Background: an optimization exercise with open tools, aiming at small area. Do not read the settings as production practice. Only simulation tests tie the RTL to the original design; equivalence was not proved. No activity file was given, so power comes from the tool's default toggle rates.

File: design/flow/run.sh
#!/bin/bash
# synth_recipe.tcl (not shown) runs the flow's synth.tcl, then flattens the netlist and writes it again
# the make line also repeats each setting of config.mk as NAME=value (left out here)
make -C /OpenROAD-flow-scripts/flow DESIGN_CONFIG=/design/flow/config.mk WORK_HOME=/design/flow/orfs CLKGATE_MAP_FILE= SYNTH_SCRIPT=/design/flow/synth_recipe.tcl finish
File: design/flow/config.mk
export PLATFORM = sky130hd
export DESIGN_NAME = top_wrapper
export DESIGN_NICKNAME = top_wrapper
export VERILOG_FILES = /design/flow/design.v
export SDC_FILE = /design/flow/constraint.sdc
export NUM_CORES = 4
export LEC_CHECK = 0
export CAP_MARGIN = 20
export CORE_MARGIN = 2
export CORE_UTILIZATION = 40
export SLEW_MARGIN = 20
File: design/flow/constraint.sdc
create_clock -name core_clock -period 10.0 [get_ports {clk}]
set_input_delay 2.0000 -clock core_clock [delete_from_list [all_inputs] [get_ports {clk}]]
set_output_delay 2.0000 -clock core_clock [all_outputs]
set_load 0.01 [all_outputs]
File: design/flow/design.v
`timescale 1ns / 1ps
module spi_dac(
    input  wire        sys_clk,        
    input  wire        rst_n,
    output wire        mosi1,
    output reg         sclk,
    output reg         cs_n,
    input  wire        start,
    output reg         done
    );
parameter clk_freq = 100000000;
parameter baud_rate = 115200;   
localparam clkcount = (clk_freq/baud_rate);  
integer count;
wire sclk_rise = !(count < clkcount/2) && !sclk;
always@(posedge sys_clk)
    begin
     if (!rst_n) begin
        count <= 0;
        sclk <= 0;
        end else if(count < clkcount/2)
        count <= count + 1;
        else begin
        count <= 0;
        sclk <= ~sclk;
      end 
end
reg  [3:0]  shiftCounter;
reg  [15:0] temp1, temp2;
reg enShiftCounter;
always @(posedge sys_clk) begin
    if (!rst_n) begin                
        temp1        <= 16'h0;          
        end
    else if (sclk_rise && start) begin
        temp1        <= {4'b0000, 12'hfff};  
  end
end
parameter IDLE       = 2'd0,
          SAMPLE     = 2'd1,
          SHIFT_DATA = 2'd2,
          DONE       = 2'd3;
reg [1:0] state, nstate;
assign mosi1 = (state == SHIFT_DATA) ? temp1[15-shiftCounter] : 1'b0;
always @(posedge sys_clk) begin
    if (!rst_n)
        state <= IDLE;
    else if (sclk_rise)
        state <= nstate;
end   
always @(*) begin
    case (state)
        IDLE: begin
            if (start)
                nstate = SAMPLE;
            else
                nstate = IDLE;
        end
        SAMPLE: begin
            nstate = SHIFT_DATA;
        end
        SHIFT_DATA: begin
            if (shiftCounter == 4'b1111)
                nstate = DONE;
            else
                nstate = SHIFT_DATA;
        end
        DONE: begin
            nstate = IDLE;
        end
        default: nstate = IDLE;
    endcase
end
always @(*) begin
    case (state)
        IDLE: begin
            done           = 0;
            cs_n           = 1;
            enShiftCounter = 0;
        end
        SAMPLE: begin
            done           = 0;
            cs_n           = 1;
            enShiftCounter = 0;
        end
        SHIFT_DATA: begin
            done           = 0;
            cs_n           = 0;
            enShiftCounter = 1;
        end
        DONE: begin
            done           = 1;
            cs_n           = 1;
            enShiftCounter = 0;
        end
        default: begin
            done           = 0;
            cs_n           = 1;
            enShiftCounter = 0;
        end
    endcase
end
always@(posedge sys_clk)
begin
if (sclk_rise)
case(state)
IDLE, SAMPLE, DONE : shiftCounter <= 0;
SHIFT_DATA : shiftCounter <= shiftCounter + 1;
default : shiftCounter <= 0;
endcase
end
endmodule
`timescale 1ns / 1ps
module spi_adc_with_fifo_wr(
    input  wire        clk,         
    input  wire        reset_n,     
    input  wire        sample,      
    input  wire        din1,        
    output reg         cs_n,        
    output reg         sclk,
    output reg         write_to_fifo,       
    output reg         ready,
    output reg         done,
    output wire [7:0] adc1_dout   
);
reg  [3:0]  bit_count;               
reg  [15:0] adc1_data, adc2_data;    
parameter IDLE             = 3'd0,
          SAMPLE           = 3'd1,
          READ_DONE        = 3'd3,
          SEND_FIRST_BYTE  = 3'd4,
          SEND_SECOND_BYTE = 3'd5,
          DONE             = 3'd6;
reg [2:0] state, nstate;            
assign adc1_dout = (state == SEND_FIRST_BYTE ) ? adc1_data[7:0] : (state == SEND_SECOND_BYTE)? {4'h0,adc1_data[11:8]} : 12'h0;
parameter clk_freq = 100000000;
parameter baud_rate = 115200;   
localparam clkcount = (clk_freq/baud_rate);  
integer count;
wire sclk_rise = !(count < clkcount/2) && !sclk;
always@(posedge clk)
    begin
     if (!reset_n) begin
        count <= 0;
        sclk <= 0;
        end else if(count < clkcount/2)
        count <= count + 1;
        else begin
        count <= 0;
        sclk <= ~sclk;
      end 
end
always @(posedge clk) begin
    if (!reset_n) begin
        bit_count  <= 0;
        adc1_data  <= 16'h0000;
        adc2_data  <= 16'h0000;
    end else if (!sclk_rise) begin
    end else if (state == SAMPLE && bit_count != 4'd15) begin
        bit_count  <= bit_count + 1;
        adc1_data  <= {adc1_data[14:0], din1};   
    end else begin
        bit_count <= 0;
    end
end
always @(posedge clk) begin
    if (!reset_n)
        state <= IDLE;
    else if (sclk_rise)
        state <= nstate;
end
always @(*) begin
    case (state)
        IDLE: begin
            if (sample)
                nstate = SAMPLE;
            else
                nstate = IDLE;
        end
        SAMPLE: begin
            if (bit_count == 4'd15)
                nstate = READ_DONE;
            else
                nstate = SAMPLE;
        end
        READ_DONE: begin
            nstate = SEND_FIRST_BYTE;
        end
        SEND_FIRST_BYTE:begin
            nstate = SEND_SECOND_BYTE;
        end
        SEND_SECOND_BYTE:begin
            nstate = DONE;
        end
        DONE:begin
            nstate = IDLE;
        end
        default: begin
            nstate = IDLE;
        end
    endcase
end
always @(*) begin
    case (state)
        IDLE: begin
            write_to_fifo = 0;
            cs_n  = 1;    
            ready = 1;    
            done  = 0;
        end
        SAMPLE: begin
            write_to_fifo = 0;
            cs_n  = 0;    
            ready = 0;    
            done  = 0;
        end
        READ_DONE: begin
            write_to_fifo = 0;
            cs_n  = 1;    
            ready = 0;    
            done  = 0;
        end
       SEND_FIRST_BYTE:begin
            write_to_fifo = 1;
            cs_n  = 1;    
            ready = 0;    
            done  = 0; 
       end
      SEND_SECOND_BYTE:begin
            write_to_fifo = 1;
            cs_n  = 1;    
            ready = 0;    
            done  = 0; 
       end
       DONE: begin
            write_to_fifo = 0;
            cs_n  = 1;    
            ready = 1;    
            done  = 1; 
       end
        default: begin
            write_to_fifo = 0;
            cs_n  = 1;
            ready = 1;
            done  = 0;
        end
    endcase
end
endmodule
`timescale 1ns / 1ps
module fifo_top(
    input  wire        rst_n,
    input  wire        clk,
    input  wire        en,
    input  wire        push_in,
    input  wire        pop_in,
    input  wire [7:0]  din,
    output wire [7:0]  dout,
    output wire        empty,
    output wire        full
);
parameter clk_freq = 100000000;
parameter baud_rate = 115200;   
localparam clkcount = (clk_freq/baud_rate);  
integer count;
reg sclk;
wire sclk_rise = !(count < clkcount/2) && !sclk;
always@(posedge clk)
    begin
     if (!rst_n) begin
        count <= 0;
        sclk <= 0;
        end else if(count < clkcount/2)
        count <= count + 1;
        else begin
        count <= 0;
        sclk <= ~sclk;
      end 
end
reg  [7:0] mem [15:0];
reg  [3:0] waddr;
wire       push, pop;
reg empty_t;
always @(posedge clk) begin
    if (rst_n == 1'b0)
        empty_t <= 1'b0;
    else if (sclk_rise) begin
        case ({push, pop})
            2'b01:   empty_t <= (~|(waddr) | ~en);
            2'b10:   empty_t <= 1'b0;
            default: empty_t <= (~|(waddr) | ~en);
        endcase
    end
end
reg full_t;
always @(posedge clk) begin
    if (rst_n == 1'b0)
        full_t <= 1'b0;
    else if (sclk_rise) begin
        case ({push, pop})
            2'b10: full_t <= (&(waddr) | ~en);
            2'b01: full_t <= 1'b0;
            default: full_t <= (&(waddr) | ~en)  ;
        endcase
    end
end
assign push = push_in & ~full_t;
assign pop  = pop_in  & ~empty_t;
assign dout = mem[0];
always @(posedge clk) begin
    if (rst_n == 1'b0)
        waddr <= 4'h0;
    else if (sclk_rise) begin
        case ({push, pop})
            2'b10: if (waddr != 4'hf && !full_t) waddr <= waddr + 1;
            2'b01: if (waddr != 0 && !empty_t)   waddr <= waddr - 1;
            default: ;
        endcase
    end
end
integer i;
always @(posedge clk) begin
    if (rst_n == 1'b0) begin
        for (i = 0; i < 16; i = i + 1)
            mem[i] <= 8'h00;
    end
    else if (sclk_rise) begin
        case ({push, pop})
            2'b00: ;  
            2'b01: begin  
                for (i = 0; i < 15; i = i + 1)
                    mem[i] <= mem[i+1];
                mem[15] <= 8'h00;
            end
            2'b10: begin  
                mem[waddr] <= din;
            end
            2'b11: begin  
                for (i = 0; i < 15; i = i + 1)
                    mem[i] <= mem[i+1];
                mem[15] <= 8'h00;
                mem[waddr - 1] <= din;
            end
        endcase
    end
end
assign empty = empty_t;
assign full  = full_t;
endmodule
module uarttx
(
input clk,rst_n,
input newd,
input fifo_empty,
input [7:0] fifo_in,
output reg pop_data,
output reg tx,
output reg donetx
);
parameter clk_freq = 100000000;
parameter baud_rate = 115200;   
localparam clkcount = (clk_freq/baud_rate);  
integer count;
reg uclk;
  always@(posedge clk)
    begin
      if(rst_n == 1'b0) begin
        count <= 0;
        uclk <= 0;
      end
      else if(count < clkcount/2)
        count <= count + 1;
      else begin
        count <= 0;
        uclk <= ~uclk;
      end 
end
wire uclk_rise = !(count < clkcount/2) && !uclk;
integer counts;
parameter idle = 0,
          start = 1,
          transfer = 2,
          get_data_from_fifo = 3,
          done     = 4;
reg [2:0] state;
  reg [7:0] din;
  always@(posedge clk)
    begin
      if(rst_n == 1'b0) 
      begin
        state <= idle;
        counts <= 0;
        tx     <= 1'b1;
        donetx <= 1'b0;
        pop_data <= 0;
      end
     else if (uclk_rise)
     begin
     case(state)
       idle:
         begin
           counts <= 0;
           tx     <= 1'b1;
           donetx <= 1'b0;
           pop_data <= 0; 
           if(start== 1'b1 & fifo_empty == 1'b0)
             state <= get_data_from_fifo;
           else
             state <= idle;
         end
         get_data_from_fifo: begin
             din       <= fifo_in;
             pop_data <= 1;  
             state     <= transfer; 
         end
      transfer: begin
         pop_data <= 0; 
        if(counts <= 7) begin
           counts <= counts + 1;
           tx <= din[counts];
           state <= transfer;
        end
        else 
        begin
           counts <= 0;
           tx <= 1'b1;
           state <= idle;
          donetx <= 1'b1;
        end
      end
      default : state <= idle;
    endcase
  end
end
endmodule
module top_wrapper (
    input  wire       clk,
    input  wire       rst_n,
    input  wire       start_sample,    
    input  wire       din1,            
    output wire       cs_n,
    output wire       sclk,
    output wire       dac_sclk,
    output wire       dac_cs,
    output wire       dac_mosi,
    output wire       tx             
);
  wire        write_to_fifo;
  wire [7:0]  adc_data;
  wire        pop_data;       
  wire [7:0]  fifo_in;        
  wire        new_data;       
  wire fifo_empty;
  wire dac_done;
  wire ready;
  wire adc_done;
  wire fifo_full;
  wire donetx;
spi_dac u_spi_dac (
    .sys_clk   (clk),
    .rst_n     (rst_n),
    .mosi1     (dac_mosi),
    .sclk      (dac_sclk),
    .cs_n      (dac_cs),
    .start     (start_sample),
    .done      (dac_done)
);
  spi_adc_with_fifo_wr u_spi_adc (
    .clk(clk),
    .reset_n(rst_n),
    .sample(start_sample),
    .din1(din1),
    .cs_n(cs_n),
    .sclk(sclk),
    .write_to_fifo(write_to_fifo),
    .ready(ready),
    .done(adc_done),
    .adc1_dout(adc_data)
  );
  fifo_top u_fifo (
    .rst_n(rst_n),
    .clk(clk),
    .en(start_sample),                   
    .push_in(write_to_fifo),     
    .pop_in(pop_data),           
    .din(adc_data),              
    .dout(fifo_in),              
    .empty(fifo_empty),
    .full(fifo_full)
  );
  uarttx u_uarttx_inst (
    .clk       (clk),
    .rst_n     (rst_n),
    .fifo_empty(fifo_empty),
    .newd      (start_sample),     
    .fifo_in   (fifo_in),      
    .pop_data  (pop_data),     
    .tx        (tx),           
    .donetx    (donetx)        
  );
endmodule
==> results of run 1 <==
cell families (layout without fill, tap and decap cells):
group | count (synthesis) | in the layout | synth area share
xor gates and xnor gates | 120 | 120 | 0.0651
AOI/OAI and AO/OA | 170 | 170 | 0.0692
adders and majority gates | 16 | 16 | 0.0124
DFF | 336 | 336 | 0.503
muxes | 133 | 133 | 0.0843
and+or+nand+nor | 744 | 744 | 0.225
buffers and inverters | 144 | 130 | 0.0407
metrics by stage:
step,power (µW),setup WS [ns]
floorplan,1530,6.46
global placement,1550,5.78
detailed placement,1550,5.72
CTS,2960,5.97
global route,3010,5.76
finish,2910,6.01
flip-flops by register name, summed over array words and instances (netlist names):
signal and count:
u_spi_adc.sclk 1, u_uarttx_inst.state 2, u_spi_dac.shiftCounter 4, u_fifo.mem 128
u_spi_dac.count 32, u_fifo.empty_t 1, u_spi_adc.count 32, u_spi_dac.sclk 1
u_fifo.sclk 1, u_fifo.count 32, u_uarttx_inst.din 8, u_spi_dac.temp1 1
u_uarttx_inst.counts 32, u_fifo.full_t 1, u_uarttx_inst.pop_data 1, u_fifo.waddr 4
u_uarttx_inst.uclk 1, u_spi_dac.state 2, u_uarttx_inst.count 32, u_spi_adc.adc1_data 12
u_spi_adc.state 3, u_uarttx_inst.tx 1, u_spi_adc.bit_count 4
critical path, stage by stage (launching register included):
cell and delay, ns:
dfxtp_1 0.51, nor2b_1 0.31, nand2b_1 0.13, clkdlybuf4s50_1 0.50
cell type report:
type | count | area, µm²
timing repair buffer | 21 | 175
multi-input combinational | 1183 | 7380
clock buffer | 55 | 1140
sequential | 336 | 8130
fill | 3741 | 22100
inverter | 40 | 150
clock inverter | 14 | 123
tap | 525 | 657
power breakdown:
part | internal, µW | total [µW] | switching (µW)
sequential | 1460 | 1470 | 12.7
clock | 843 | 1390 | 546
combinational | 11.9 | 48.2 | 36.3
cells in the mapped netlist, types with 3 or more instances:
library cell  instances
buf_4                10
ha_1                 16
and3_1               22
buf_6                 6
or4_1                 8
a31oi_1               8
o311a_1               6
xor2_1               43
nor4_1               51
and4_1               30
a21oi_1              55
o22ai_1              10
xnor2_1              77
dfxtp_1             196
inv_1                40
and2_1               12
a221oi_1              3
buf_1                 4
nand2_1             233
or3_1                28
mux2i_1             127
o21ai_0              41
nand4b_1              6
a311oi_1              3
nor2b_1               5
mux2_2                4
buf_2                26
nand3_1              69
o32ai_1               3
a211oi_1              3
edfxtp_1            140
nor2_1              170
nand2b_1             16
nor3_1               49
nand4_1              35
o31ai_1               6
clkbuf_1             57
o21a_1                3
worst paths after layout:
path,endpoint,slack (ns)
hold reg to reg,u_uarttx_inst.din[6],0.42
setup / recovery,cs_n,6.01
hold / removal,u_uarttx_inst.din[6],0.42
setup reg to reg,u_fifo.mem[9][2],6.07
routing by layer:
| metal | track usage | routed length, µm | up-vias |
|---|---|---|---|
| li1 | - | - | 5847 |
| met1 | 0.214 | 15600 | 5516 |
| met2 | 0.257 | 15000 | 197 |
| met3 | 0.0323 | 1490 | 50 |
| met4 | 0.0483 | 680 | 0 |
| met5 | 0 | 0 | - |
==> flow_summary.toml, run 1 <==
[worst_setup_path]
cp_max_fo = 9
r2r_start = "u_spi_adc.state[2]"
worstRegToRegCells = 9
end_kind = "primary output"
cp_data_arrival_time_ns = 1.99
critPathKind = "flop to primary output"
worstPathRequired_ns = 8.00
cp-start-kind = "flop"
crit_start = "u_spi_adc.state[0]"

[clock_network]
root_buffer = "clkbuf_16"
clk_pin_slew_worst_paths_ns = 0.06
cts_sinks = 336
cts_hold_buf = 0
cts_resized = 0
h-tree-depth = 2
clk_path_buf_depth = 3
post-cts-setup-buffers = 0
cts_made_buffers = 39
insertion_delay_ns = 0.53
tritoncts = "done"

[detailed_routing]
drc = 0
drt_iter0_drc = 790
drt-total-wl_mm = 32.7
vias_per_cell = 5.34
num_vias = 11600
antenna_left = 0
wl_per_cell_um = 15.0
first_pass_iters = 5

[layout]
design_area_um2 = 17700
layout_commonest_cell = "nand2_1"
final_cells = 2174
drive_above_1_share = 0.0582
syn_to_final_growth_pct = 9.91
final_nets = 1641
layout_common_cells = "233 x nand2_1, 196 x dfxtp_1, 170 x nor2_1"
post-route-util = 0.446
num_antenna_cells = 0

[yosys]
ys_ff_latch = 336
synthCells = 1663
synth_edf_count = 140
yosys.area.top_type_share = 0.260
ys_types = 72
syn_area_um2 = 16100
yosysSeqAreaShare = 0.503
yosys.area.top_type = "edfxtp_1"
synth_nets = 1683
postSynthAreaPerCell_um2 = 9.71
synth_flop_cell = "dfxtp_1"
yosys-top-cells-area = "edfxtp_1 26%, dfxtp_1 24%, mux2i_1 7.9%"
yosys_warnings = 4
synthArstFlopShare = 0

[floorplan]
dieWidth_um = 205
die_y_um = 205
die-area_um2 = 42000
pin_count = 10
initial_core_util = 0.405
core_um2 = 39800
std_cell_rows = 73

[place]
dp_hpwl_mm = 20.6
place.gp.congestion = 0.810
io_buffers = 9
dp_cells = 2105
placed_area_um2 = 16500

[timing]
hold_violations = 0
period_needed_ns = 3.99
worst-slew-pin-transition_ns = 1.03
skew_ns = 0.0214
whs_ns = 0.417
post-route-period-util = 0.399
slew_headroom = 0.314
rsz0062_at_grt = "false"
final-setup-viol-count = 0
fmax_mhz = 251
slew_violations = 0
fin_tns_setup_ns = 0

[flow_run]
maxCapViolCount = 0

[global_routing]
grt_pass1_wl_mm = 55.4
antenna_found_initial = 0
grt_pass1_vias = 11000
track_usage = 0.159
grt_max_degree = 81
overflow = 0

[min_path]
hold_path.class = "flop to flop"
hold_path_depth = 0
hp-start = "u_fifo.mem[0][6]"

[outcome]
status = "complete, no violations"

[power]
ir_drop_mv = 0.109
p_per_area_nw_per_um2 = 164
p_leak_uw = 0.00623
==> run 2, diff against run 1 <==
==> design/flow/design.v (replaced) <==
module top_wrapper (
    input  wire       clk,
    input  wire       rst_n,
    input  wire       start_sample,
    input  wire       din1,
    output wire       cs_n,
    output wire       sclk,
    output wire       dac_sclk,
    output wire       dac_cs,
    output wire       dac_mosi,
    output wire       tx
);
  wire rst = !rst_n;
  reg  [8:0] lf;
  reg        sc;
  wire       term = (lf == 9'd364);
  wire       E    = term & !sc;
  always @(posedge clk) begin
    if (rst | term) lf <= 9'd0;
    else            lf <= {lf[7:0], ~(lf[8] ^ lf[4])};
    if (rst)        sc <= 1'b0;
    else if (term)  sc <= ~sc;
  end
  assign sclk     = sc;
  assign dac_sclk = sc;
  reg  [4:0]  as;
  reg  [11:0] adc;
  wire adc_w1 = (as == 5'd17);
  wire adc_w2 = (as == 5'd18);
  always @(posedge clk) begin
    if (rst) as <= 5'd31;
    else if (E) begin
      if (as == 5'd19 || (as == 5'd31 && !start_sample)) as <= 5'd31;
      else as <= as + 5'd1;
    end
    if (E && !as[4] && as[3:0] != 4'd15) adc <= {adc[10:0], din1};
  end
  assign cs_n = as[4];
  reg [4:0] ds;
  always @(posedge clk) begin
    if (rst) ds <= 5'd17;
    else if (E) begin
      if (ds == 5'd17) ds <= start_sample ? 5'd31 : 5'd17;
      else ds <= ds + 5'd1;
    end
  end
  assign dac_cs   = ds[4];
  assign dac_mosi = !ds[4] & (ds[3] | ds[2]);
  reg       ug, ux;       
  reg [8:0] sr;           
  reg       txr;
  reg  [3:0] w;
  reg        e, f;
  wire push = (adc_w1 | adc_w2) & !f;
  wire pop  = ux & sr[8] & !e;
  wire w0   = (w == 4'd0);
  wire w15  = (w == 4'd15);
  always @(posedge clk) begin
    if (rst) begin
      w <= 4'd0; e <= 1'b0; f <= 1'b0;
    end else if (E) begin
      case ({push, pop})
        2'b10: begin
          if (!w15) w <= w + 4'd1;
          e <= 1'b0;
          f <= w15 | !start_sample;
        end
        2'b01: begin
          if (!w0) w <= w - 4'd1;
          e <= w0 | !start_sample;
          f <= 1'b0;
        end
        default: begin
          e <= w0 | !start_sample;
          f <= w15 | !start_sample;
        end
      endcase
    end
  end
  reg [6:0] ph;
  reg       pend, act;
  wire      ph_last = &ph;
  always @(posedge clk) begin
    if (rst) begin
      ph <= 7'd0; pend <= 1'b1; act <= 1'b0;
    end else begin
      ph <= ph + 7'd1;
      if (ph_last) act <= pend;
      if (E) pend <= 1'b1;
      else if (ph_last) pend <= 1'b0;
    end
  end
  reg  [127:0] R;
  wire [3:0]   j    = ph[6:3];
  wire [2:0]   bi   = ph[2:0];
  wire [3:0]   tgt  = pop ? w - 4'd1 : w;
  wire         clr  = !ug & !ux & w0 & !e;    
  wire         dbit = adc_w1 ? adc[bi] : (!bi[2] & adc[{2'b10, bi[1:0]}]);
  wire         rin  = !act                ? R[127] :
                      clr                 ? 1'b0 :
                      (push && j == tgt)  ? dbit :
                      pop                 ? ((j == 4'd15) ? 1'b0 : R[119]) :
                                            R[127];
  always @(posedge clk) R <= {R[126:0], rin};
  wire cap   = act & ug & (ph[6:4] == 3'd0) & (!ph[3] | ph[2:0] == 3'd0);
  wire sr_in = cap & (ph[3] | R[127]);
  always @(posedge clk) begin
    if (cap | (E & ux)) sr <= {sr_in, sr[8:1]};
    if (rst) begin
      ug <= 1'b0; ux <= 1'b0; txr <= 1'b1;
    end else if (E) begin
      if (ug) begin
        ug <= 1'b0; ux <= 1'b1;
      end else if (ux) begin
        if (sr[8:1] == 8'd0) begin ux <= 1'b0; txr <= 1'b1; end
        else txr <= sr[0];
      end else if (!e) begin
        ug <= 1'b1;
      end
    end
  end
  assign tx = txr;
endmodule
==> run 2 against run 1 <==
Via count decreased by 77%; design area shrank 65%; clock skew is 0.016 ns lower; critical path depth unchanged; sequential share of layout area grew 18 points; largest cell class unchanged; still clean on timing, DRC and antenna; setup slack better by 0.49 ns; synthesized cell count shrank 76%; non-clock buffer count is 11 lower; utilization increased by 2.4 points.
==> flow_summary.toml, run 2 <==
[yosys]
synth_nets = 406
synth_edf_count = 21
yosys-top-cells-count = "166 x dfxtp_1, 25 x nand2_1, 21 x edfxtp_1"
syn_area_um2 = 5320
yosys.area.top_type = "dfxtp_1"
synth_flop_cell = "dfxtp_1"
synthArstFlopShare = 0
yosys_warnings = 1
ys_ff_latch = 187
synthCells = 392
yosysSeqAreaShare = 0.743
yosys-top-cells-area = "dfxtp_1 62%, edfxtp_1 12%, ha_1 2.4%"
postSynthAreaPerCell_um2 = 13.6
ys_types = 55
synth.most_common_cell = "dfxtp_1"
yosys.area.top_type_share = 0.625

[place]
io_buffers = 9
place.gp.congestion = 0.713
pre_cts_slack_ns = 6.23
dp_hpwl_mm = 4.40

[layout]
top_register = "R"
largest_reg_flops = 128
seq_area_um2 = 3950
reg_top3 = "R (128), adc (12)"
post-route-util = 0.470
syn_to_final_growth_pct = 16.0
layout_common_cells = "166 x dfxtp_1, 25 x nand2_1, 21 x edfxtp_1"
layout_commonest_cell = "dfxtp_1"
drive_above_1_share = 0.107
final_nets = 422
fillCellCount = 1198
multi_input_area_um2 = 1270
num_antenna_cells = 0

[timing]
layout_setup_ws_ns = 6.50
period_needed_ns = 3.50
worst-slew-pin-transition_ns = 1.01
slew_headroom = 0.327
final-setup-viol-count = 0
fmax_mhz = 285
rsz0062_at_grt = "false"
fin_tns_setup_ns = 0
hold_violations = 0
slew_violations = 0
skew_ns = 0.00582
post-route-period-util = 0.350

[floorplan]
std_cell_rows = 42
die_y_um = 119
dieWidth_um = 119
initial_core_util = 0.405
core_um2 = 13100
pin_count = 10
die-area_um2 = 14200

[worst_setup_path]
end_kind = "primary output"
worst_path_most_repeated_cell = "nor2_1"
worstRegToRegCells = 4
crit_chain = "nor2_1 -> nor2_1 -> clkdlybuf4s50_1"
cpPeakStageDelay_ns = 0.53
cp_data_arrival_time_ns = 1.50
worstPathRequired_ns = 8.00
path_buf_inv = 1
reg2reg_to = "sr[4]"
crit_family = "buffers and inverters"
ff2ff_setup_slack_ns = 7.70
critPathKind = "flop to primary output"
r2r_start = "lf[2]"
critPathSlowestCell = "clkdlybuf4s50_1"
cp-start-kind = "flop"
cp_max_fo = 5

[detailed_routing]
antenna_left = 0
vias_per_cell = 4.52
drt-total-wl_mm = 7.22
drc = 0
wl_per_cell_um = 12.1
num_vias = 2701
drt_iter0_drc = 107
first_pass_iters = 4

[min_path]
hold_path.class = "flop to flop"
hold_end = "R[112]"
hp-start = "R[111]"
hold_path_depth = 0

[clock_network]
cts_hold_buf = 0
post-cts-setup-buffers = 0
cts_sinks = 187
root_buffer = "clkbuf_16"
insertion_delay_ns = 0.41
clk_path_buf_depth = 2
cts_made_buffers = 17
cts_resized = 0
tritoncts = "done"
clk_pin_slew_worst_paths_ns = 0.07
h-tree-depth = 4

[power]
p_leak_uw = 0.00240
ir_drop_mv = 0.137
p_per_area_nw_per_um2 = 231

[global_routing]
overflow = 0
grt_pass1_vias = 2696
grt_max_degree = 36
antenna_found_initial = 0
track_usage = 0.112
grt_pass1_wl_mm = 12.3

[flow_run]
maxCapViolCount = 0

[outcome]
status = "complete, no violations"
-- run 2: changes by cell type in the layout (fill, tap and decap cells not counted), moves of 56 or more --
cell      change
nor2_1      -160
xnor2_1      -69
nand2_1     -208
nand3_1      -56
mux2i_1     -120
edfxtp_1    -119
-- run 2: through the flow --
step,cell area [µm²],std cells,total power (µW),hold slack (ns)
floorplan,5320,392,786,0.310
global placement,5570,565,790,0.312
detailed placement,5570,565,791,0.312
CTS,6170,597,1440,0.329
global route,6170,597,1480,0.331
finish,6170,597,1420,0.326
-- run 2: worst max-delay path by stage --
| stage | to | slack [ns] | from | cells after the start |
|---|---|---|---|---|
| final | dac_mosi | 6.50 | ds[2] | 3 |
| after global routing | dac_mosi | 6.39 | ds[2] | 3 |
| after CTS | dac_mosi | 6.47 | ds[2] | 3 |
| after detailed placement | as[1] | 6.23 | rst_n | 3 |
| after global placement | as[1] | 6.33 | rst_n | 3 |
| after floorplan | dac_mosi | 7.41 | ds[2] | 2 |
-- run 2: cells by family (layout without fill, tap and decap cells) --
kind of cell,Yosys count,after routing,synth area share
adder cells (fa/ha/maj),10,10,0.0235
flip-flops,187,187,0.743
AO/OA/AOI/OAI,42,42,0.0531
XOR/XNOR,15,15,0.0247
buffers and inverters,22,51,0.0186
AND/OR/NAND/NOR,106,106,0.111
multiplexers,10,10,0.0259
-- run 2: cell type report --
class | instances | area share
sequential | 187 | 0.640
multi-input combinational | 183 | 0.206
clock buffer | 18 | 0.0730
tap | 176 | 0.0357
clock inverter | 14 | 0.0241
timing repair buffer | 10 | 0.0158
inverter | 9 | 0.00547
-- run 2: metal layers --
layer  vias up  part of all wire  global-route usage
li1       1368                 -                   -
met1      1296              0.51               0.146
met2        27              0.44               0.162
met3        10             0.031              0.0479
met4         0             0.013              0.0493
met5         -                 0                   0
-- run 2: power breakdown --
| group | switching [µW] | internal [µW] |
|---|---|---|
| clock | 284 | 368 |
| combinational | 5.24 | 5.86 |
| sequential | 3.18 | 759 |
| total | 292 | 1130 |
==> run 3, diff against run 2 <==
--- a/design/flow/design.v
+++ b/design/flow/design.v
@@ -24,8 +24,10 @@
   assign sclk     = sc;
   assign dac_sclk = sc;
-  reg  [4:0]  as;
-  reg  [11:0] adc;
+  reg  [4:0] as;
+  reg        db;                  
+  reg  [3:0] hn;                  
   wire adc_w1 = (as == 5'd17);
   wire adc_w2 = (as == 5'd18);
+  wire adc_sh = (as[4:3] == 2'b00 && as[3:0] != 4'd0) || as[4:3] == 2'b01;  
   always @(posedge clk) begin
     if (rst) as <= 5'd31;
@@ -34,5 +36,5 @@
       else as <= as + 5'd1;
     end
-    if (E && !as[4] && as[3:0] != 4'd15) adc <= {adc[10:0], din1};
+    if (E) db <= din1;
   end
   assign cs_n = as[4];
@@ -85,5 +87,5 @@
       ph <= 7'd0; pend <= 1'b1; act <= 1'b0;
     end else begin
-      ph <= ph + 7'd1;
+      ph <= ph + ((E & pop) ? 7'h79 : 7'h01);
       if (ph_last) act <= pend;
       if (E) pend <= 1'b1;
@@ -92,19 +94,20 @@
   end
   reg  [127:0] R;
-  wire [3:0]   j    = ph[6:3];
+  reg          dly;
   wire [2:0]   bi   = ph[2:0];
-  wire [3:0]   tgt  = pop ? w - 4'd1 : w;
-  wire         clr  = !ug & !ux & w0 & !e;    
-  wire         dbit = adc_w1 ? adc[bi] : (!bi[2] & adc[{2'b10, bi[1:0]}]);
-  wire         rin  = !act                ? R[127] :
-                      clr                 ? 1'b0 :
-                      (push && j == tgt)  ? dbit :
-                      pop                 ? ((j == 4'd15) ? 1'b0 : R[119]) :
-                                            R[127];
-  always @(posedge clk) R <= {R[126:0], rin};
-  wire cap   = act & ug & (ph[6:4] == 3'd0) & (!ph[3] | ph[2:0] == 3'd0);
-  wire sr_in = cap & (ph[3] | R[127]);
+  wire         atw  = act & (ph[6:3] == w);
+  wire         rin  = (atw & adc_sh) ? ((bi == 3'd0) ? db : dly) :
+                      (atw & adc_w2) ? (!bi[2] & hn[bi[1:0]]) :
+                                       R[127];
   always @(posedge clk) begin
-    if (cap | (E & ux)) sr <= {sr_in, sr[8:1]};
+    R   <= {R[126:0], rin};
+    dly <= R[127];
+    if (atw & adc_sh & (bi == 3'd7)) hn <= {hn[2:0], R[127]};
+  end
+  wire cap  = act & ug & (ph[6:3] == 4'd0);
+  always @(posedge clk) begin
+    if (cap | (E & ux)) sr[7:0] <= {cap ? (!w0 & R[127]) : sr[8], sr[7:1]};
+    if (cap) sr[8] <= 1'b1;
+    else if (E & ux) sr[8] <= 1'b0;
     if (rst) begin
       ug <= 1'b0; ux <= 1'b0; txr <= 1'b1;
--- a/design/flow/config.mk
+++ b/design/flow/config.mk
@@ -9,3 +9,6 @@
 export CORE_MARGIN = 2
 export CORE_UTILIZATION = 40
+export CTS_BUF_LIST = sky130_fd_sc_hd__clkbuf_8
+export CTS_CLUSTER_DIAMETER = 150
+export CTS_CLUSTER_SIZE = 50
 export SLEW_MARGIN = 20
==> run 3 against run 2 <==
Critical path depth unchanged; die area decreased by 5.2%; worst hold slack got worse by 0.00076 ns; register-to-register slack got worse by 0.52 ns; sequential share of layout area increased by 1.5 points; sequential power decreased by 4.1%; synthesized cell count decreased by 5.9%; first-iteration DRC count decreased by 2.8%; critical path type unchanged; critical endpoint unchanged; non-clock buffer count decreased by 1.
==> flow_summary.toml, run 3 <==
[power]
p_leak_uw = 0.00233
combPwrFrac = 0.008
power_frac_seq = 0.588
p_per_area_nw_per_um2 = 217
p_total_uw = 1240
switching_share = 0.195
pwr-share-clk = 0.404
power.internal_uw = 1000
switchingPower_uw = 243
ir_drop_mv = 0.131

[clock_network]
h-tree-depth = 4
tritoncts = "done"
root_buffer = "clkbuf_8"
clk_pin_slew_worst_paths_ns = 0.09
cts_made_buffers = 17
cts_hold_buf = 0
insertion_delay_ns = 0.43
cts_resized = 0
cts_sinks = 181
clk_path_buf_depth = 2
post-cts-setup-buffers = 0

[floorplan]
core_um2 = 12200
initial_core_util = 0.414
dieWidth_um = 116
die-area_um2 = 13500
die_y_um = 116
pin_count = 10
std_cell_rows = 40

[yosys]
postSynthAreaPerCell_um2 = 13.6
yosysSeqAreaShare = 0.746
syn_area_um2 = 5030
synth_nets = 389
synthMuxAreaShare = 0.0144
synth_edf_count = 13
ys_ff_latch = 181
synth.most_common_cell = "dfxtp_1"
synth_xor_area_frac = 0.0296
yosys.area_share.simple = 0.102
synth_flop_cell = "dfxtp_1"
yosys_warnings = 1
synth_top_family_by_area = "simple AND/OR/NAND/NOR gates"
ys_types = 52
yosys-top-cells-area = "dfxtp_1 67%, edfxtp_1 7.8%, ha_1 3.7%"
yosys.area.top_type = "dfxtp_1"
synthArstFlopShare = 0
synthCells = 369
synth-compound-area-share = 0.0527
synth_fa_ha_area_frac = 0.0413
yosys.area.top_type_share = 0.668
yosys-top-cells-count = "168 x dfxtp_1, 21 x nand2_1, 17 x a21oi_1, 17 x nor2_1, 15 x ha_1"

[global_routing]
grt_pass1_wl_mm = 11.5
antenna_found_initial = 0
track_usage = 0.114
overflow = 0
grt_max_degree = 20
grt_pass1_vias = 2410

[timing]
period_needed_ns = 3.54
post-route-period-util = 0.354
skew_ns = 0.00669
fin_tns_setup_ns = 0
layout_setup_ws_ns = 6.46
fmax_mhz = 282
rsz0062_at_grt = "false"
final-setup-viol-count = 0
whs_ns = 0.325
worst-slew-pin-transition_ns = 0.631
slew_violations = 0
hold_violations = 0
slew_headroom = 0.578

[worst_setup_path]
critPathKind = "flop to primary output"
worstPathRequired_ns = 8.00
end_kind = "primary output"
cp_max_fo = 7
cp-start-kind = "flop"
cp_data_arrival_time_ns = 1.54

[detailed_routing]
first_pass_iters = 4
drt-total-wl_mm = 6.73
num_vias = 2542
drc = 0
drt_iter0_drc = 104
vias_per_cell = 4.44
wl_per_cell_um = 11.8
antenna_left = 0

[place]
io_buffers = 9
pre_cts_slack_ns = 6.05
place.gp.congestion = 0.678
dp_hpwl_mm = 4.16
placed_area_um2 = 5310

[layout]
largest_reg_flops = 128
top_register = "R"
reg_top3 = "R (128), lf (9), sr (9)"
num_antenna_cells = 0
design_area_um2 = 5730
layout_commonest_cell = "dfxtp_1"
syn_to_final_growth_pct = 13.8
drive_above_1_share = 0.0965
layout_common_cells = "168 x dfxtp_1, 21 x nand2_1, 20 x clkbuf_8"
final_nets = 411

[min_path]
hold_path.class = "flop to flop"

[outcome]
status = "complete, no violations"

[flow_run]
maxCapViolCount = 0
## run 3: changes by cell type after synthesis, sizes merged, moves of 5 or more
| cell | delta |
|---|---|
| nor2 | +6 |
| ha | +5 |
| a21oi | +10 |
| and2 | -7 |
| a21boi | -5 |
| nand3 | -6 |
| nor2b | -7 |
| edfxtp | -8 |
## run 3: path summary, 6_finish.rpt
kind | from | endpoint | slack, ns | cells past startpoint
worst max-delay path | ds[2] | dac_mosi | 6.46 | 3
worst min-delay path | R[76] | R[77] | 0.32 | 0
worst max register to register | lf[2] | ph[5] | 7.18 | 8
worst min register to register | R[76] | R[77] | 0.32 | 0
## run 3: area by class of cell
type | instances | area [µm²]
tap | 168 | 210
inverter | 12 | 45.0
multi-input combinational | 170 | 1210
fill | 1082 | 6430
timing repair buffer | 9 | 90.1
sequential | 181 | 3750
clock buffer | 20 | 275
clock inverter | 12 | 148
## run 3: metal layers
layer,share of wire,GRT usage,wire (µm)
met1,0.52,0.155,3520
met2,0.42,0.156,2850
met3,0.041,0.0529,273
met4,0.011,0.0500,76
met5,0,0,0
## run 3: kinds of logic after synthesis
logic type,after synthesis
flip-flops,181
AND/OR/NAND/NOR,90
AO/OA/AOI/OAI,41
buffers and inverters,18
XOR/XNOR,17
adder cells (fa/ha/maj),16
multiplexers,6
## run 3: power by group through the flow
stage	clock, µW	sequential [µW]	combinational (µW)
floorplan	0	748	7.47
global placement	0	749	10.4
detailed placement	0	749	10.4
CTS	518	731	10.5
global route	548	732	11.7
finish	502	731	10.3
## run 3: per-stage QoR
step / cells / utilization
global placement: 540 / 0.436
CTS: 572 / 0.471
global route: 572 / 0.471
detailed placement: 540 / 0.436
floorplan: 369 / -
finish: 572 / 0.471
## run 3: worst max-delay path: stages, from the launching register on
cell and delay [ns]:
dfxtp_1 0.43, nor2_1 0.07, nor2_1 0.08, clkdlybuf4s50_1 0.53
==> run 4, diff against run 3 <==
--- a/design/flow/config.mk
+++ b/design/flow/config.mk
@@ -10,5 +10,5 @@
 export CORE_UTILIZATION = 40
 export CTS_BUF_LIST = sky130_fd_sc_hd__clkbuf_8
-export CTS_CLUSTER_DIAMETER = 150
-export CTS_CLUSTER_SIZE = 50
+export CTS_CLUSTER_DIAMETER = 100
+export CTS_CLUSTER_SIZE = 30
 export SLEW_MARGIN = 20
==> run 4 against run 3 <==
Critical path depth stayed put; sequential cell count stayed put; clock skew stayed put; cell count stayed put; synthesized cell count stayed put; critical path type unchanged; power stayed put; worst hold slack stayed put; die area stayed put; largest power group unchanged; highest routed layer unchanged; clock power hardly changed.
==> flow_summary.toml, run 4 <==
[timing]
period_needed_ns = 3.54
rsz0062_at_grt = "false"
slew_violations = 0
final-setup-viol-count = 0
fin_tns_setup_ns = 0
layout_setup_ws_ns = 6.46
whs_ns = 0.325
post-route-period-util = 0.354
skew_ns = 0.00669
fmax_mhz = 282
worst-slew-pin-transition_ns = 0.631
slew_headroom = 0.578
hold_violations = 0

[floorplan]
core_um2 = 12200
die_y_um = 116
std_cell_rows = 40
die-area_um2 = 13500
dieWidth_um = 116
pin_count = 10
initial_core_util = 0.414

[yosys]
ys_types = 52
ys_ff_latch = 181
yosys_warnings = 1
synth_nets = 389
syn_area_um2 = 5030
synth_edf_count = 13
yosys.area.top_type_share = 0.668
yosys-top-cells-area = "dfxtp_1 67%, edfxtp_1 7.8%, ha_1 3.7%"
yosys-top-cells-count = "168 x dfxtp_1, 21 x nand2_1, 17 x a21oi_1, 17 x nor2_1, 15 x ha_1"
synth_flop_cell = "dfxtp_1"
synthArstFlopShare = 0
synthCells = 369
yosys.area.top_type = "dfxtp_1"
yosysSeqAreaShare = 0.746
postSynthAreaPerCell_um2 = 13.6
synth.most_common_cell = "dfxtp_1"

[clock_network]
insertion_delay_ns = 0.43
h-tree-depth = 4
cts_sinks = 181
tritoncts = "done"
cts_hold_buf = 0
cts_made_buffers = 17
root_buffer = "clkbuf_8"
post-cts-setup-buffers = 0
clk_pin_slew_worst_paths_ns = 0.09
clk_path_buf_depth = 2
cts_resized = 0

[global_routing]
grt_pass1_vias = 2410
antenna_found_initial = 0
grt_pass1_wl_mm = 11.5
grt_max_degree = 20
track_usage = 0.114
overflow = 0

[power]
p_per_area_nw_per_um2 = 217
pwr-share-clk = 0.404
ir_drop_mv = 0.131
switching_share = 0.195
p_leak_uw = 0.00233
switchingPower_uw = 243
power_frac_seq = 0.588
combPwrFrac = 0.008
power.internal_uw = 1000

[min_path]
hold_path_depth = 0
hold_end = "R[77]"
hp-start = "R[76]"
hold_path.class = "flop to flop"

[place]
dp_cells = 540
io_buffers = 9
place.gp.congestion = 0.678
pre_cts_slack_ns = 6.05
dp_hpwl_mm = 4.16

[worst_setup_path]
worstPathRequired_ns = 8.00
end_kind = "primary output"
critPathKind = "flop to primary output"
r2r_start = "lf[2]"
worstRegToRegCells = 8
reg2reg_to = "ph[5]"
crit_start = "ds[2]"
cp_data_arrival_time_ns = 1.54
cp-start-kind = "flop"
cp_max_fo = 7
ff2ff_setup_slack_ns = 7.18

[layout]
reg_top3 = "R (128), lf (9), sr (9)"
layout_common_cells = "168 x dfxtp_1, 21 x nand2_1, 20 x clkbuf_8"
layout_commonest_cell = "dfxtp_1"
syn_to_final_growth_pct = 13.8
largest_reg_flops = 128
drive_above_1_share = 0.0965
num_antenna_cells = 0
final_cells = 572
final_nets = 411
top_register = "R"

[detailed_routing]
drt-total-wl_mm = 6.73
antenna_left = 0
drc = 0
wl_per_cell_um = 11.8
drt_iter0_drc = 104
first_pass_iters = 4
vias_per_cell = 4.44
num_vias = 2542

[outcome]
status = "complete, no violations"

[flow_run]
maxCapViolCount = 0
==> run 4: logic make-up (layout without fill, tap and decap cells) <==
kind of cell    count (synthesis)  in the layout  share of synthesized area
buf+inv                        18             53                     0.0144
fa+ha+maj                      16             16                     0.0413
mux                             6              6                     0.0144
xor+xnor                       17             17                     0.0296
flops                         181            181                      0.746
compound gates                 41             41                     0.0527
simple gates                   90             90                      0.102
==> run 4: critical path: stages (launching register included) <==
cell and delay [ns]:
dfxtp_1 0.43, nor2_1 0.07, nor2_1 0.08, clkdlybuf4s50_1 0.53
==> run 4: final cells by class <==
| type | count | area [µm²] |
|---|---|---|
| Clock inverter | 12 | 148 |
| Fill cell | 1082 | 6430 |
| Sequential cell | 181 | 3750 |
| Tap cell | 168 | 210 |
| Timing Repair Buffer | 9 | 90.1 |
| Clock buffer | 20 | 275 |
| Multi-Input combinational cell | 170 | 1210 |
| Inverter | 12 | 45.0 |
==> run 4: worst max path at each step <==
stage	endpoint	slack, ns
after floorplan	act	7.17
after global placement	w[1]	6.20
after detailed placement	w[1]	6.05
after CTS	dac_mosi	6.42
after global routing	dac_mosi	6.33
final	dac_mosi	6.46
==> run 4: stage by stage <==
| step | utilization | power (µW) | cell area (µm²) |
|---|---|---|---|
| global route | 0.471 | 1290 | 5730 |
| CTS | 0.471 | 1260 | 5730 |
| floorplan | - | 755 | 5030 |
| global placement | 0.436 | 759 | 5310 |
| detailed placement | 0.436 | 759 | 5310 |
| finish | 0.471 | 1240 | 5730 |
==> run 4: power groups by stage <==
stage / Combinational (µW) / Sequential, µW / Clock [µW]
6_report: 10.3 / 731 / 502
5_1_grt: 11.7 / 732 / 548
4_1_cts: 10.5 / 731 / 518
3_5_place_dp: 10.4 / 749 / 0
3_3_place_gp: 10.4 / 749 / 0
2_1_floorplan: 7.47 / 748 / 0
==> run 4: metal layers <==
metal	global-route usage	routed length, µm
met4	0.0500	76
met1	0.155	3520
met3	0.0529	273
met2	0.156	2850
met5	0	0
==> run 5, diff against run 4 <==
--- a/design/flow/config.mk
+++ b/design/flow/config.mk
@@ -9,6 +9,6 @@
 export CORE_MARGIN = 2
 export CORE_UTILIZATION = 40
-export CTS_BUF_LIST = sky130_fd_sc_hd__clkbuf_8
-export CTS_CLUSTER_DIAMETER = 100
-export CTS_CLUSTER_SIZE = 30
+export CTS_BUF_LIST = sky130_fd_sc_hd__clkbuf_16
+export CTS_CLUSTER_DIAMETER = 200
+export CTS_CLUSTER_SIZE = 60
 export SLEW_MARGIN = 20
==> run 5 against run 4 <==
Cell count unchanged; clock-buffer cell count is 2 lower; clock power up 26%; critical path depth did not move; power rose by 11%; design area is 2.7% higher; global-route usage rose by 0.13 points; sequential share of layout area decreased by 1.7 points; area after synthesis unchanged; largest cell class unchanged; largest power group unchanged; highest routed layer unchanged.
==> flow_summary.toml, run 5 <==
[yosys]
synth-compound-area-share = 0.0527
yosys_warnings = 1
synth.most_common_cell = "dfxtp_1"
postSynthAreaPerCell_um2 = 13.6
yosys.area.top_type_share = 0.668
ys_ff_latch = 181
synth_nets = 389
ys_types = 52
synthCells = 369
synth_fa_ha_area_frac = 0.0413
synthMuxAreaShare = 0.0144
yosys.area_share.simple = 0.102
synth_top_family_by_area = "simple AND/OR/NAND/NOR gates"
yosys-top-cells-count = "168 x dfxtp_1, 21 x nand2_1, 17 x a21oi_1, 17 x nor2_1, 15 x ha_1"
synth_edf_count = 13
synth_xor_area_frac = 0.0296
yosys-top-cells-area = "dfxtp_1 67%, edfxtp_1 7.8%, ha_1 3.7%"
synthArstFlopShare = 0
yosys.area.top_type = "dfxtp_1"
synth_flop_cell = "dfxtp_1"
yosysSeqAreaShare = 0.746
syn_area_um2 = 5030

[layout]
syn_to_final_growth_pct = 16.9
reg_top3 = "R (128), lf (9), sr (9)"
layout_commonest_cell = "dfxtp_1"
largest_reg_flops = 128
final_nets = 411
layout_common_cells = "168 x dfxtp_1, 21 x nand2_1, 18 x clkbuf_16"
top_register = "R"
design_area_um2 = 5880
drive_above_1_share = 0.0891
num_antenna_cells = 0
fillCellCount = 1080
final_cells = 572

[worst_setup_path]
critPathSlowestCell = "clkdlybuf4s50_1"
worstPathRequired_ns = 10.31
crit_start = "rst_n"
ff2ff_setup_slack_ns = 7.20
cp_data_arrival_time_ns = 3.85
cp-start-kind = "input pin"
critical_path.endpoint = "w[1]"
path_buf_inv = 2
cp.depth = 3
reg2reg_to = "ph[5]"
cp_max_fo = 19
critPathKind = "input pin to flop"
crit_family = "buffers and inverters"
crit_chain = "clkdlybuf4s50_1 -> clkinv_1 -> a211oi_2"
worstRegToRegCells = 8
end_kind = "flop"
cpPeakStageDelay_ns = 0.87
r2r_start = "lf[2]"

[floorplan]
die_y_um = 116
std_cell_rows = 40
core_um2 = 12200
pin_count = 10
dieWidth_um = 116
initial_core_util = 0.414
die-area_um2 = 13500

[global_routing]
antenna_found_initial = 0
track_usage = 0.115
grt_pass1_wl_mm = 11.6
met3_usage = 0.0509
top_usage_layer = "met2"
overflow = 0
gr-usage-met1 = 0.155
grt_pass1_vias = 2451
grt_use_met2 = 0.159
grt_max_degree = 20

[clock_network]
cts_hold_buf = 0
cts_made_buffers = 17
clk_pin_slew_worst_paths_ns = 0.06
tritoncts = "done"
post-cts-setup-buffers = 0
cts_resized = 0
clk_path_buf_depth = 2
root_buffer = "clkbuf_16"
insertion_delay_ns = 0.41
h-tree-depth = 4
cts_sinks = 181

[detailed_routing]
first_pass_iters = 4
wl_per_cell_um = 11.9
num_vias = 2538
drc = 0
drt-total-wl_mm = 6.83
vias_per_cell = 4.44
antenna_left = 0
drt_iter0_drc = 87

[place]
place.gp.congestion = 0.678
placed_area_um2 = 5310
pre_cts_slack_ns = 6.05
dp_cells = 540
dp_hpwl_mm = 4.16
io_buffers = 9

[power]
ir_drop_mv = 0.148
p_per_area_nw_per_um2 = 234
p_leak_uw = 0.00239

[timing]
rsz0062_at_grt = "false"
fmax_mhz = 282
hold_violations = 0
skew_ns = 0.00878
period_needed_ns = 3.54
final-setup-viol-count = 0
post-route-period-util = 0.354
whs_ns = 0.322
slew_headroom = 0.577
layout_setup_ws_ns = 6.46
fin_tns_setup_ns = 0
slew_violations = 0
worst-slew-pin-transition_ns = 0.633

[flow_run]
maxCapViolCount = 0

[outcome]
status = "complete, no violations"

[min_path]
hold_path.class = "flop to flop"
-- run 5: cell count changes in the layout (fill, tap and decap cells not counted), sizes merged --
| cell | delta |
|---|---|
| clkbuf | -2 |
| clkinv | +3 |
| bufinv | -1 |
-- run 5: cells by family after synthesis --
family | Yosys count
flops | 181
simple gates | 90
compound gates | 41
buf+inv | 18
xor+xnor | 17
fa+ha+maj | 16
mux | 6
-- run 5: layout make-up --
cell class | count | area, µm² | area share
clock buffers | 18 | 450 | 0.0765
well taps | 168 | 210 | 0.0357
clock inverters | 14 | 129 | 0.0219
inverters | 12 | 45.0 | 0.00765
flip-flops and latches | 181 | 3750 | 0.638
multi-input cells | 170 | 1210 | 0.205
repair buffers | 9 | 90.1 | 0.0153
-- run 5: routing by layer --
metal | vias up | part of all wire
li1 | 1302 | -
met1 | 1199 | 0.52
met2 | 28 | 0.42
met3 | 9 | 0.039
met4 | 0 | 0.018
met5 | - | 0
-- run 5: report_power, final --
group          internal, µW  switching, µW
Clock                   380            255
Combinational          4.88           5.44
Sequential              730           2.24
Total                  1110            263
-- run 5: how the worst min path moves through the flow --
stage | start | end | slack, ns | depth (start not counted)
finish | R[107] | R[108] | 0.32 | 0
global route | R[76] | R[77] | 0.33 | 0
CTS | R[73] | R[74] | 0.32 | 0
detailed placement | R[28] | R[29] | 0.31 | 0
global placement | R[45] | R[46] | 0.31 | 0
floorplan | R[99] | R[100] | 0.31 | 0
-- run 5: worst reg2reg max path, delay by kind of cell, from the launching register on --
family	cells	cell delay, ns
flip-flops	1	0.34
AND/OR/NAND/NOR	4	1.36
adder cells (fa/ha/maj)	1	0.38
XOR/XNOR	1	0.17
AO/OA/AOI/OAI	2	0.42
-- run 5: through the flow --
stage,total power [µW],util
after floorplan,755,-
after global placement,759,0.436
after detailed placement,759,0.436
after CTS,1400,0.484
after global routing,1430,0.484
final,1380,0.484
==> run 6, diff against run 5 <==
--- a/design/flow/config.mk
+++ b/design/flow/config.mk
@@ -9,6 +9,3 @@
 export CORE_MARGIN = 2
 export CORE_UTILIZATION = 40
-export CTS_BUF_LIST = sky130_fd_sc_hd__clkbuf_16
-export CTS_CLUSTER_DIAMETER = 200
-export CTS_CLUSTER_SIZE = 60
 export SLEW_MARGIN = 20
==> run 6 against run 5 <==
First-iteration DRC count is 2.3% lower; largest power group unchanged; highest routed layer unchanged; area after synthesis is the same; cell count did not move.
==> flow_summary.toml, run 6 <==
[outcome]
status = "complete, no violations"

[global_routing]
overflow = 0
grt_max_degree = 20
top_usage_layer = "met2"
antenna_found_initial = 0
met3_usage = 0.0446
grt_pass1_vias = 2433
grt_pass1_wl_mm = 11.6
grt_use_met2 = 0.159
gr-usage-met1 = 0.155
track_usage = 0.117

[floorplan]
core_um2 = 12200
die_y_um = 116
initial_core_util = 0.414
dieWidth_um = 116
std_cell_rows = 40
die-area_um2 = 13500
pin_count = 10

[yosys]
synth_edf_count = 13
yosys-top-cells-count = "168 x dfxtp_1, 21 x nand2_1, 17 x a21oi_1, 17 x nor2_1, 15 x ha_1"
synth_flop_cell = "dfxtp_1"
syn_area_um2 = 5030
synthArstFlopShare = 0
ys_ff_latch = 181
yosys.area.top_type_share = 0.668
synthCells = 369
ys_types = 52
yosys.area.top_type = "dfxtp_1"
yosys_warnings = 1
yosysSeqAreaShare = 0.746
synth_nets = 389
yosys-top-cells-area = "dfxtp_1 67%, edfxtp_1 7.8%, ha_1 3.7%"
postSynthAreaPerCell_um2 = 13.6
synth.most_common_cell = "dfxtp_1"

[place]
placed_area_um2 = 5310
dp_cells = 540
pre_cts_slack_ns = 6.05
dp_hpwl_mm = 4.16
place.gp.congestion = 0.678
io_buffers = 9

[timing]
fin_tns_setup_ns = 0
fmax_mhz = 282
final-setup-viol-count = 0
skew_ns = 0.0145
slew_headroom = 0.579
worst-slew-pin-transition_ns = 0.630
post-route-period-util = 0.355
period_needed_ns = 3.55
slew_violations = 0
hold_violations = 0
layout_setup_ws_ns = 6.45
rsz0062_at_grt = "false"

[clock_network]
h-tree-depth = 4
post-cts-setup-buffers = 0
cts_made_buffers = 17
cts_sinks = 181
tritoncts = "done"
cts_resized = 0
cts_hold_buf = 0
root_buffer = "clkbuf_16"
insertion_delay_ns = 0.42
clk_pin_slew_worst_paths_ns = 0.06
clk_path_buf_depth = 2

[detailed_routing]
wl_per_cell_um = 12.0
drt-total-wl_mm = 6.84
antenna_left = 0
drc = 0
vias_per_cell = 4.44
first_pass_iters = 4
drt_iter0_drc = 85
num_vias = 2538

[layout]
final_cells = 572
design_area_um2 = 5910
layout_commonest_cell = "dfxtp_1"
num_antenna_cells = 0
syn_to_final_growth_pct = 17.5
drive_above_1_share = 0.0965
seq_area_um2 = 3750
multi_input_area_um2 = 1210
layout_common_cells = "168 x dfxtp_1, 21 x nand2_1, 18 x clkbuf_16"
reg_top3 = "R (128), lf (9), sr (9)"
top_register = "R"
final_nets = 411
largest_reg_flops = 128
fillCellCount = 1069

[power]
pwr-share-clk = 0.471
p_leak_uw = 0.00241
switchingPower_uw = 266
p_per_area_nw_per_um2 = 237
switching_share = 0.189
combPwrFrac = 0.007
power_frac_seq = 0.522
p_total_uw = 1400
ir_drop_mv = 0.145
power.internal_uw = 1140

[worst_setup_path]
worstPathRequired_ns = 10.31
cp_data_arrival_time_ns = 3.86
cp-start-kind = "input pin"
end_kind = "flop"
critPathKind = "input pin to flop"
worstRegToRegCells = 8
cp_max_fo = 19

[min_path]
hold_path.class = "flop to flop"
hold_path_depth = 0

[flow_run]
maxCapViolCount = 0
==> run 6: changes by cell type in the layout (fill, tap and decap cells not counted) <==
cell / change
inv_1: -1
clkinv_1: -3
clkbuf_1: +1
clkbuf_8: +3
==> run 6: final timing paths <==
kind / slack [ns] / end / from
setup / recovery: 6.45 / w[1] / rst_n
hold / removal: 0.32 / R[92] / R[91]
setup reg to reg: 7.19 / ph[5] / lf[2]
hold reg to reg: 0.32 / R[92] / R[91]
==> run 6: cells by family after synthesis <==
group | Yosys count | share of synthesized area
muxes | 6 | 0.0144
buffers and inverters | 18 | 0.0144
DFF | 181 | 0.746
xor gates and xnor gates | 17 | 0.0296
adders and majority gates | 16 | 0.0413
AOI/OAI and AO/OA | 41 | 0.0527
and+or+nand+nor | 90 | 0.102
==> run 6: area by class of cell <==
type	instances	share of cell area
clock inverters	10	0.0193
well taps	168	0.0355
repair buffers	9	0.0152
clock buffers	22	0.0838
flip-flops and latches	181	0.635
inverters	12	0.00762
multi-input cells	170	0.204
==> run 6: power groups by stage <==
stage               logic, µW  registers [µW]  clock network (µW)
floorplan                7.47             748                   0
global placement         10.4             749                   0
detailed placement       10.4             749                   0
CTS                      10.5             732                 678
global route             11.6             732                 709
finish                   10.3             732                 662
==> run 6: routing by layer <==
| metal | vias to the layer above | wire length (µm) |
|---|---|---|
| li1 | 1301 | - |
| met1 | 1200 | 3540 |
| met2 | 29 | 2940 |
| met3 | 8 | 230 |
| met4 | 0 | 126 |
| met5 | - | 0 |
==> run 6: stage by stage <==
step,hold slack [ns],utilization
floorplan,0.310,-
global route,0.330,0.486
detailed placement,0.312,0.436
finish,0.324,0.486
global placement,0.313,0.436
CTS,0.323,0.486
==> run 6: critical path, stage by stage <==
cell and delay (ns):
clkdlybuf4s50_1 0.87, clkinv_1 0.65, a211oi_2 0.33
==> run 7, diff against run 6 <==
==> design/flow/flow/run.sh (new file) <==
#!/bin/bash
# Standard layout, with clock tree synthesis options of our own.
set -euo pipefail
export CTS_ARGS="-sink_clustering_enable -repair_clock_nets -dont_use_dummy_load -buf_list sky130_fd_sc_hd__clkbuf_8 -sink_clustering_size 60 -sink_clustering_max_diameter 200 -sink_buffer_max_cap_derate 0.1"
bash standard.sh > standard.log 2>&1
==> design/flow/standard.sh (new file) <==
#!/bin/bash
# synth_recipe.tcl (not shown) runs the flow's synth.tcl, then flattens the netlist and writes it again
# the make line also repeats each setting of config.mk as NAME=value (left out here)
make -C /OpenROAD-flow-scripts/flow DESIGN_CONFIG=/design/flow/config.mk WORK_HOME=/design/flow/orfs CLKGATE_MAP_FILE= SYNTH_SCRIPT=/design/flow/synth_recipe.tcl "${@:-finish}"
removed: design/flow/run.sh
==> run 7 against run 6 <==
Sequential cell count did not move; via count fell by 1.2%; utilization shrank 3.1 points; cell count shrank 2.6%; largest power group unchanged; routed wire length shrank 2.3%; non-clock buffer count unchanged; sequential power about the same; clock skew is 0.0035 ns higher; sequential share of layout area rose by 4.3 points; synthesized cell count unchanged; critical path type unchanged; clock-buffer cell count decreased by 5; setup slack got worse by 0.0033 ns.
==> flow_summary.toml, run 7 <==
[clock_network]
cts_made_buffers = 17
post-cts-setup-buffers = 0
h-tree-depth = 4
cts_resized = 0
cts_hold_buf = 0
insertion_delay_ns = 0.42
clk_path_buf_depth = 2
cts_sinks = 181
clk_pin_slew_worst_paths_ns = 0.08
tritoncts = "done"
root_buffer = "clkbuf_8"

[power]
p_leak_uw = 0.00223
p_total_uw = 1090
ir_drop_mv = 0.113
p_per_area_nw_per_um2 = 197

[yosys]
yosys-top-cells-count = "168 x dfxtp_1, 21 x nand2_1, 17 x a21oi_1, 17 x nor2_1, 15 x ha_1"
yosys-top-cells-area = "dfxtp_1 67%, edfxtp_1 7.8%, ha_1 3.7%"
yosys_warnings = 1
yosys.area.top_type_share = 0.668
yosysSeqAreaShare = 0.746
synth.most_common_cell = "dfxtp_1"
syn_area_um2 = 5030
synthCells = 369
synthArstFlopShare = 0
synth_edf_count = 13
postSynthAreaPerCell_um2 = 13.6
synth_nets = 389
ys_ff_latch = 181
yosys.area.top_type = "dfxtp_1"
ys_types = 52
synth_flop_cell = "dfxtp_1"

[detailed_routing]
first_pass_iters = 4
num_vias = 2507
vias_per_cell = 4.50
antenna_left = 0
drt-total-wl_mm = 6.68
drc = 0
wl_per_cell_um = 12.0
drt_iter0_drc = 95

[layout]
drive_above_1_share = 0.0643
layout_common_cells = "168 x dfxtp_1, 21 x nand2_1, 17 x nor2_1, 17 x a21oi_1, 17 x clkbuf_8"
syn_to_final_growth_pct = 10.1
final_nets = 411
largest_reg_flops = 128
fillCellCount = 1102
reg_top3 = "R (128), lf (9), sr (9)"
design_area_um2 = 5540
layout_commonest_cell = "dfxtp_1"
top_register = "R"
num_antenna_cells = 0

[floorplan]
die_y_um = 116
dieWidth_um = 116
initial_core_util = 0.414
die-area_um2 = 13500
pin_count = 10
core_um2 = 12200
std_cell_rows = 40

[flow_run]
maxCapViolCount = 0

[place]
dp_hpwl_mm = 4.16
io_buffers = 9
pre_cts_slack_ns = 6.05
place.gp.congestion = 0.678
placed_area_um2 = 5310

[worst_setup_path]
critPathSlowestCell = "clkdlybuf4s50_1"
cp.depth = 3
worstRegToRegCells = 8
cp_data_arrival_time_ns = 3.86
crit_chain = "clkdlybuf4s50_1 -> clkinv_1 -> a211oi_2"
critPathKind = "input pin to flop"
cpPeakStageDelay_ns = 0.88
cp-start-kind = "input pin"
crit_family = "buffers and inverters"
end_kind = "flop"
cp_max_fo = 19
worstPathRequired_ns = 10.31
path_buf_inv = 2

[timing]
period_needed_ns = 3.55
slew_headroom = 0.574
post-route-period-util = 0.355
layout_setup_ws_ns = 6.45
skew_ns = 0.0180
rsz0062_at_grt = "false"
final-setup-viol-count = 0
hold_violations = 0
fin_tns_setup_ns = 0
worst-slew-pin-transition_ns = 0.637
slew_violations = 0
fmax_mhz = 282

[outcome]
status = "complete, no violations"

[global_routing]
grt_pass1_wl_mm = 11.4
antenna_found_initial = 0
track_usage = 0.114
overflow = 0
grt_pass1_vias = 2389
grt_max_degree = 20

[min_path]
hold_path.class = "flop to flop"
hold_path_depth = 0
[run 7: cell types whose count changed in the layout (fill, tap and decap cells not counted), sizes merged]
cell      delta
clkinv       -4
clkinvlp     -1
bufinv       -2
clkbuf       -5
inv          -3
[run 7: power by group]
group	switching [µW]	internal [µW]	leakage, µW	total (µW)
clock network	200	150	0.000122	350
logic	5.47	4.88	0.000630	10.4
registers	2.26	730	0.00148	732
[run 7: stage by stage]
step | hold WS, ns | instances | utilization
after global routing | 0.319 | 557 | 0.455
after CTS | 0.313 | 557 | 0.455
final | 0.313 | 557 | 0.455
after floorplan | 0.310 | 369 | -
after global placement | 0.313 | 540 | 0.436
after detailed placement | 0.312 | 540 | 0.436
[run 7: worst paths after layout]
| check | startpoint | endpoint | slack [ns] |
|---|---|---|---|
| worst max register to register | lf[2] | ph[5] | 7.19 |
| worst min-delay path | R[65] | R[66] | 0.31 |
| worst min register to register | R[65] | R[66] | 0.31 |
| worst max-delay path | rst_n | w[1] | 6.45 |
[run 7: final cells by class]
cell class | instances | area, µm² | area share
clock buffer | 17 | 234 | 0.0422
sequential | 181 | 3750 | 0.678
multi-input combinational | 170 | 1210 | 0.218
inverter | 12 | 45.0 | 0.00813
tap | 168 | 210 | 0.0379
timing repair buffer | 9 | 90.1 | 0.0163
[run 7: metal layers]
metal  track usage  vias up  wire, µm
met5             0        -         0
met4        0.0460        0        86
met3        0.0602        9       274
met2         0.152       36      2760
met1         0.154     1183      3560
li1              -     1279         -
[run 7: cells by family after synthesis]
| kind of cell | Yosys count | share of synthesized area |
|---|---|---|
| xor+xnor | 17 | 0.0296 |
| compound gates | 41 | 0.0527 |
| mux | 6 | 0.0144 |
| simple gates | 90 | 0.102 |
| buf+inv | 18 | 0.0144 |
| fa+ha+maj | 16 | 0.0413 |
| flops | 181 | 0.746 |

[static timing again, ports no longer ideal]
How much do the figures lean on ideal ports? The routed layouts below were timed once more, with nothing changed but the port constraints. Step 1 assumes that a clkbuf_16 drives the clock port and a buf_2 every other input. Step 2 also shifts input and output timing later by t, the mid clock arrival at the registers, as if the neighbouring blocks saw the same clock. Slacks: ideal / step 1 / step 2; pairs: ideal / step 1.
| run | shift t [ns] | setup WS [ns] | slew at the worst register clock pin (ns) | cell pins on the clock port's net |
|---|---|---|---|---|
| run 1 | 0.575 | 6.008 / 5.956 / 5.717 | 0.06 / 0.06 | 1 |
| run 2 | 0.447 | 6.496 / 6.460 / 6.288 | 0.07 / 0.07 | 1 |
| run 3 | 0.456 | 6.459 / 6.428 / 6.026 | 0.09 / 0.09 | 1 |
| run 4 | 0.456 | 6.459 / 6.428 / 6.026 | 0.09 / 0.09 | 1 |
| run 5 | 0.447 | 6.459 / 6.451 / 6.029 | 0.06 / 0.06 | 1 |
| run 6 | 0.449 | 6.453 / 6.453 / 6.022 | 0.06 / 0.06 | 1 |
| run 7 | 0.448 | 6.450 / 6.447 / 6.012 | 0.08 / 0.08 | 1 |
After both steps setup and hold are still met in every run listed. For run 7, which loses most, drivers alone change the setup slack by -0.003 ns; drivers and shift together by -0.438 ns.
